From an optimization exercise on the open Yosys and OpenROAD flow, aimed at a short achievable clock period and few clock cycles; shortcuts taken in it are not production practice.
Where RTL was checked, it was by simulation tests only, not by an equivalence proof against the original.
Power and IR drop assume default switching activity.

// cpu_wrapper
module cpu_wrapper(
    clk, rst, carry_in,
    imem_addr, imem_data,
    dmem_addr, dmem_we, dmem_wdata, dmem_rdata,
    io_out, halted
    );
    input clk; input rst;
    input carry_in;
    output wire [7:0] imem_addr;
    input wire [7:0] imem_data;
    output wire [7:0] dmem_addr;
    output wire dmem_we;
    output wire [7:0] dmem_wdata;
    input wire [7:0] dmem_rdata;
    output wire [7:0] io_out;
    output wire halted;
    reg [7:0] ia_q;      
    reg [7:0] alt_i;     
    wire [7:0] alt_q = ~alt_i;
    reg       we_q;      
    reg       halt_q;    
    reg       dv_q;      
    reg       ir_v;      
    reg       hz_q;      
    reg [7:0] r0, r1, r2, r3;
    reg       z_q, c_q, n_q;
    reg [7:0] ret_q;
    reg [7:0] io_q;
    reg       pend_v;    
    reg       io_pend;   
    reg [7:0] ir_q;      
    reg [7:0] opa_i, opb_i;  
    wire [7:0] opa = ~opa_i, opb = ~opb_i;
    reg [7:0] da_q, dw_q;  
    wire [7:0] ma = opa, mb = opb;
    reg       pend_mul;  
    reg [1:0] pend_dst;
    reg [15:0] mul_s, mul_c;
    reg        mul_z;
    reg k_alu;     
    reg k_cwe;     
    reg k_mult, k_ld, k_wr, k_rd, k_jmp, k_jcc, k_call, k_ret, k_wrio, k_brk, k_two;
    reg k_and, k_or, k_xor, k_add, k_sub, k_shl, k_shr, k_neg;
    reg k_ca;      
    reg k_cs;      
    reg k_fl;      
    reg k_ror;     
    wire [7:0] b = imem_data;
    wire b_alu2  = ~b[7];
    wire b_mult  = (b[7:4] == 4'b0011);
    wire b_shift = (b[7:4] == 4'b1000);
    wire b_neg   = (b[7:4] == 4'b1001) & (b[1:0] == 2'b00);
    wire b_ld    = (b[7:4] == 4'b1001) & (b[1:0] == 2'b11);
    wire b_wr    = (b[7:4] == 4'b1010);
    wire b_rd    = (b[7:4] == 4'b1011);
    wire b_jmp   = (b[7:3] == 5'b11000);
    wire b_jcc   = (b[7:3] == 5'b11001);
    wire b_call  = (b[7:3] == 5'b11010);
    wire b_ret   = (b[7:3] == 5'b11011);
    wire b_wrio  = (b[7:4] == 4'b1110);
    wire b_brk   = (b == 8'hFF);
  ...
Settings: LEC_CHECK=0, ABC_CLOCK_PERIOD_IN_PS=2200, CAP_MARGIN=20, CORE_MARGIN=2, CORE_UTILIZATION=40, SETUP_SLACK_MARGIN=4.2, SLEW_MARGIN=20; clock period 6.5 ns.
standard.sh (not shown) runs the stock make flow with config.mk's settings and CLKGATE_MAP_FILE= SYNTH_SCRIPT=/design/flow/synth_recipe.tcl, a recipe that flattens the netlist after the stock synthesis.
==> flow/flow/run.sh <==
#!/bin/bash
# The standard layout (the standard.sh), with one change: synthesis leaves
# adders as plain gates for abc instead of mapping them onto the library's
# full/half adder cells (ADDER_MAP_FILE empty), which gives faster carry logic.
# Registers are the standard synthesis's: the adder step never touches them.
set -euo pipefail
bash standard.sh ADDER_MAP_FILE= finish > standard_finish.log 2>&1
Rerun with:
--- a/flow/design.v
+++ b/flow/design.v
@@ -12,31 +12,29 @@
     output wire [7:0] dmem_addr;
     output wire dmem_we;
     output wire [7:0] dmem_wdata;
     input wire [7:0] dmem_rdata;
     output wire [7:0] io_out;
     output wire halted;
-    reg [7:0] ia_q;      
-    reg [7:0] alt_i;     
-    wire [7:0] alt_q = ~alt_i;
+    reg [7:0] alt_q;     
     reg       we_q;      
     reg       halt_q;    
     reg       dv_q;      
     reg       ir_v;      
     reg       hz_q;      
     reg [7:0] r0, r1, r2, r3;
     reg       z_q, c_q, n_q;
     reg [7:0] ret_q;
     reg [7:0] io_q;
     reg       pend_v;    
     reg       io_pend;   
     reg [7:0] ir_q;      
-    reg [7:0] opa_i, opb_i;  
-    wire [7:0] opa = ~opa_i, opb = ~opb_i;
-    reg [7:0] da_q, dw_q;  
-    wire [7:0] ma = opa, mb = opb;
+    reg [7:0] opa, opb;  
+    reg [7:0] ma_n, mb_n;  
+    reg [7:0] da_n, dw_n;  
+    wire [7:0] ma = ~ma_n, mb = ~mb_n;
     reg       pend_mul;  
     reg [1:0] pend_dst;
     reg [15:0] mul_s, mul_c;
     reg        mul_z;
     reg k_alu;     
     reg k_cwe;     
@@ -74,13 +72,14 @@
     wire n_jmp   = (nir[7:3] == 5'b11000);
     wire n_jcc   = (nir[7:3] == 5'b11001);
     wire n_call  = (nir[7:3] == 5'b11010);
     wire n_ret   = (nir[7:3] == 5'b11011);
     wire n_wrio  = (nir[7:4] == 4'b1110);
     wire n_brk   = (nir == 8'hFF);
-    reg  exec, stall;
+    wire exec  = ir_v & ~hz_q & ~k_brk;
+    wire stall = ir_v & (hz_q | k_brk);
     wire [8:0] sa  = {1'b0, opa} + {1'b0, opb} + {8'b0, k_ca};
     wire [8:0] ss  = {1'b0, opa} + {1'b0, ~opb} + {8'b0, k_cs};
     wire       za  = ((opa ^ opb)  == {opa[6:0] | opb[6:0], k_ca});
     wire       zs  = ((opa ^ ~opb) == {opa[6:0] | ~opb[6:0], k_cs});
     wire [7:0] lo_or = {|opa[6:0], |opa[5:0], |opa[4:0], |opa[3:0], |opa[2:0], |opa[1:0], opa[0], 1'b0};
     wire [7:0] negv = opa ^ lo_or;
@@ -123,15 +122,15 @@
     wire [15:0] s4  = s3 ^ c3 ^ c2b,   c4  = ((s3 & c3) | (s3 & c2b) | (c3 & c2b)) << 1;
     wire [15:0] prod = mul_s + mul_c;
     wire taken = exec & (k_jmp | k_call |
                  (k_jcc & ((z_q & ir_q[1]) | (c_q & ir_q[2]) | (n_q & ir_q[0]))));
     wire late_ret = exec & k_ret;
     wire accept = dv_q & ~stall & ~(exec & k_two) & ~late_ret;
-    assign imem_addr  = ia_q;
-    assign dmem_addr  = da_q;
-    assign dmem_wdata = dw_q;
+    assign imem_addr  = alt_q;
+    assign dmem_addr  = ~da_n;
+    assign dmem_wdata = ~dw_n;
     assign dmem_we    = we_q;
     assign io_out     = io_q;
     assign halted     = halt_q;
     wire       ld_we    = exec & k_ld;
     wire [7:0] pend_val = pend_mul ? prod[7:0] : dmem_rdata;
     wire [3:0] wsel = {fd == 2'd3, fd == 2'd2, fd == 2'd1, fd == 2'd0};
@@ -171,25 +170,22 @@
     wire       sret_n  = accept & b_ret;
     wire [7:0] alt_n   = taken ? imem_data : hold_n ? alt_q : sret_n ? ret_nq : alt_q + 8'd1;
     wire       exec_n  = ir_v_n & ~hz_n & ~brk_n;
     wire       wr_n    = stall ? k_wr : b_wr;
     always @(posedge clk or posedge rst) begin
         if (rst) begin
-            ia_q <= 8'h00; alt_i <= 8'hFF; we_q <= 1'b0; halt_q <= 1'b0; dv_q <= 1'b0;
-            ir_v <= 1'b0; hz_q <= 1'b0; exec <= 1'b0; stall <= 1'b0;
+            alt_q <= 8'h00; we_q <= 1'b0; halt_q <= 1'b0; dv_q <= 1'b0;
+            ir_v <= 1'b0; hz_q <= 1'b0;
             r0 <= 8'h00; r1 <= 8'h00; r2 <= 8'h00; r3 <= 8'h00;
             z_q <= 1'b0; c_q <= 1'b0; n_q <= 1'b0;
             ret_q <= 8'h00; io_q <= 8'h00;
             pend_v <= 1'b0; io_pend <= 1'b0;
         end else begin
-            ia_q  <= alt_n;
-            alt_i <= ~alt_n;
+            alt_q <= alt_n;
             dv_q  <= stall ? dv_q : ~taken;
             we_q  <= exec_n & wr_n;
-            exec  <= exec_n;
-            stall <= stall_n;
             halt_q <= ir_v_n & brk_n & ~(exec & k_wrio);
             ir_v  <= ir_v_n;
             hz_q  <= hz_n;
             if (exec & k_call) ret_q <= alt_q;
             if (alu_we) begin z_q <= alu_z; n_q <= alu_y[7]; end
             else if (pend_v & pend_mul) z_q <= mul_z;
@@ -199,14 +195,15 @@
             pend_v  <= pend_v_n;
             io_pend <= exec & k_wrio;
             if (io_pend) io_q <= dmem_rdata;
         end
     end
     always @(posedge clk) begin
-        opa_i <= ~opa_n; opb_i <= ~opb_n;
-        da_q <= opb_n; dw_q <= opa_n;
+        opa <= opa_n; opb <= opb_n;
+        ma_n <= ~opa_n; mb_n <= ~opb_n;
+        da_n <= ~opb_n; dw_n <= ~opa_n;
         pend_mul <= k_mult;
         pend_dst <= fd;
         mul_s <= s4; mul_c <= c4; mul_z <= (ma == 8'd0) | (mb == 8'd0);
         ir_q    <= nir;
         k_alu   <= (n_alu2 & ~n_mult) | n_shift | n_neg;
         k_cwe   <= (n_alu2 & (nir[6:4] >= 3'd4)) | n_shift | n_neg;
The new run produced a clean layout.
Clock power drops by about 8%.
Global-route usage increases by 1.2 points.
Maximum frequency is higher by about 4.4%.
Wire length increases by about 11%.
Critical path depth falls by 1.
Register-to-register slack improves by 130 ps.
Cell area grows by 5.2%.
Total power rises by about 3.5%.
Sequential share of layout area went down by 2.6 points.
Testbench counts after the change, summed over its fixed seeds: cycles 21,532.
No functional check of the RTL was part of the first run of this note.

* * *

cpu_wrapper, a different RTL version from the one above (not shown whole).
Size: roughly 53 I/O pins.
Settings: LEC_CHECK=0, ABC_CLOCK_PERIOD_IN_PS=2200, CAP_MARGIN=20, CORE_MARGIN=2, CORE_UTILIZATION=40, SETUP_SLACK_MARGIN=4.2, SLEW_MARGIN=20; clock period 6.5 ns.
Scripts as last shown in full above: flow/flow/run.sh
Edit:
--- a/flow/design.v
+++ b/flow/design.v
@@ -23,22 +23,22 @@
     reg       dv_q;      
     reg       ir_v;      
     reg       hz_q;      
     reg [7:0] r0, r1, r2, r3;
     reg       z_q, c_q, n_q;
     reg [7:0] ret_q;
-    localparam NE = 2;
+    localparam NE = 8;
     reg [NE-1:0] e_v;                    
     reg [7:0]    e_tag [0:NE-1];
     reg [7:0]    e_tm1 [0:NE-1];         
     reg [7:0]    e_tm2 [0:NE-1];         
     reg [7:0]    e_tgt [0:NE-1];
     reg [NE-1:0] e_ret;                  
     reg [NE-1:0] e_jcc;                  
     reg [NE-1:0] e_t;                    
-    reg [0:0]    e_wp;                   
+    reg [2:0]    e_wp;                   
     reg          pq_q;                   
     reg [7:0] io_q;
     reg       pend_v;    
     reg       io_pend;   
     reg [7:0] ir_q;      
     reg [7:0] opa_i, opb_i;  
@@ -191,17 +191,15 @@
         endcase
     end
     wire [7:0] opa_n = (alu_we & (fd == nir[3:2])) ? alu_y : opa_o;
     wire [7:0] opb_n = (alu_we & (fd == nir[1:0])) ? alu_y : opb_o;
     wire       pend_v_n = exec & (k_rd | k_mult);
     wire [3:0] pd    = {4{pend_v_n}} & wsel;       
-    wire [3:0] pdm   = pd | asel | ({4{pend_mul}} & psel);
-    wire [3:0] hv    = b_mult ? pdm : pd;
-    wire       q_rdrd = ~b[7] | ~b[6];
-    wire       q_rdrr = ~b[7] | (b[7:5] == 3'b101) | (b[7:4] == 4'b1110);
-    wire       hz_a  = a_nm & ((q_rdrd & hv[b[3:2]]) | (q_rdrr & hv[b[1:0]]) | (exec & k_mult & b_jcc));
+    wire       hz_a  = a_nm & ((b_rdrd & pd[b[3:2]]) | (b_rdrr & pd[b[1:0]]) | (exec & k_mult & b_jcc) |
+                                 (b_mult & alu_we & ((b[3:2] == fd) | (b[1:0] == fd))) |
+                                 (b_mult & pend_v & pend_mul & ((b[3:2] == pend_dst) | (b[1:0] == pend_dst))));
     wire       hzs   = stall & k_mult & pend_v & pend_mul & ((fd == pend_dst) | (ir_q[1:0] == pend_dst));
     wire       hz_n  = hz_a | hzs;
     wire       ir_v_n  = stall ? ir_v : accept;
     wire       brk_n   = stall ? k_brk : b_brk;
     wire       ret_n   = stall ? k_ret : b_ret;
     wire       stall_n = ir_v_n & (hz_n | brk_n);
@@ -266,13 +264,13 @@
             ia_q <= 8'h00; alt_i <= 8'hFF; we_q <= 1'b0; halt_q <= 1'b0; dv_q <= 1'b0;
             ir_v <= 1'b0; hz_q <= 1'b0; exec <= 1'b0; stall <= 1'b0;
             r0 <= 8'h00; r1 <= 8'h00; r2 <= 8'h00; r3 <= 8'h00;
             z_q <= 1'b0; c_q <= 1'b0; n_q <= 1'b0;
             ret_q <= 8'h00; io_q <= 8'h00;
             pend_v <= 1'b0; io_pend <= 1'b0;
-            e_v <= {NE{1'b0}}; e_wp <= 1'd0; pq_q <= 1'b0; qsel <= 3'b000;
+            e_v <= {NE{1'b0}}; e_wp <= 3'd0; pq_q <= 1'b0; qsel <= 3'b000;
         end else begin
             ia_q  <= alt_n;
             alt_i <= ~alt_n;
             dv_q  <= stall ? dv_q : ~redir;
             pq_q  <= use_p;
             qsel <= {skip_n, seq_n, ~redir & hold_n};
@@ -282,13 +280,13 @@
             halt_q <= ir_v_n & brk_n & ~(exec & k_wrio);
             ir_v  <= ir_v_n;
             hz_q  <= hz_n;
             if (exec & k_call) ret_q <= ipa2;
             if (exec & ~k_p & (k_jmp | k_call | k_jcc | k_ret)) begin
                 e_v[e_wp] <= 1'b1;
-                e_wp <= e_wp + 1'd1;
+                e_wp <= e_wp + 3'd1;
             end             
             if (alu_we) begin z_q <= alu_z; n_q <= alu_y[7]; end
             else if (pend_v & pend_mul) z_q <= mul_z;
             if (alu_we & k_cwe) c_q <= alu_c;
             else if (pend_v & pend_mul) c_q <= prod[15];
             r0 <= r0_n; r1 <= r1_n; r2 <= r2_n; r3 <= r3_n;
What happened: Total power goes up by 18%; design area rises by 47%; wire length climbs by 48%; global-route usage hardly moves; non-clock buffer count climbs by 112; via count increases by 33%; setup slack gains 0.14 ns; core utilization shrinks by 1.2 points; synthesized area goes up by 49%; die area climbs by 48%; cell count climbs by 34%; maximum frequency came out higher by 4.7%.
Function was not checked in any run of this note: the RTL went through the layout flow alone.

[re-timing with driven ports]
Ports are ideal in the flow. The routed layouts listed here were re-timed in OpenROAD.
Step 1 sets driving cells, clkbuf_16 on the clock port and buf_2 on the other inputs (assumed; they add their load-dependent delay and slew).
Step 2, shift: input delay + t, output delay - t, t = (earliest + latest rising clock arrival at the registers) / 2. This alone moves slack from input paths to output paths.
Slacks: no drivers / after step 1 / after step 2; pairs: no drivers / after step 1.
| run | t, ns | setup WS [ns] | clock arrival spread, ns |
|---|---|---|---|
| the first run of note 1 | 0.487 | 3.948 / 3.949 / 3.462 | 0.015 / 0.016 |
| the second run of note 1 | 0.484 | 4.055 / 4.056 / 3.572 | 0.013 / 0.013 |
| the first run of note 2 | 0.655 | 3.443 / 3.467 / 2.812 | 0.028 / 0.029 |
| the second run of note 2 | 0.681 | 3.580 / 3.584 / 2.903 | 0.042 / 0.042 |
After both steps setup and hold are still met in every run listed. For the second run of note 2, which loses most, drivers alone change the setup slack by +0.004 ns; drivers and shift together by -0.677 ns.
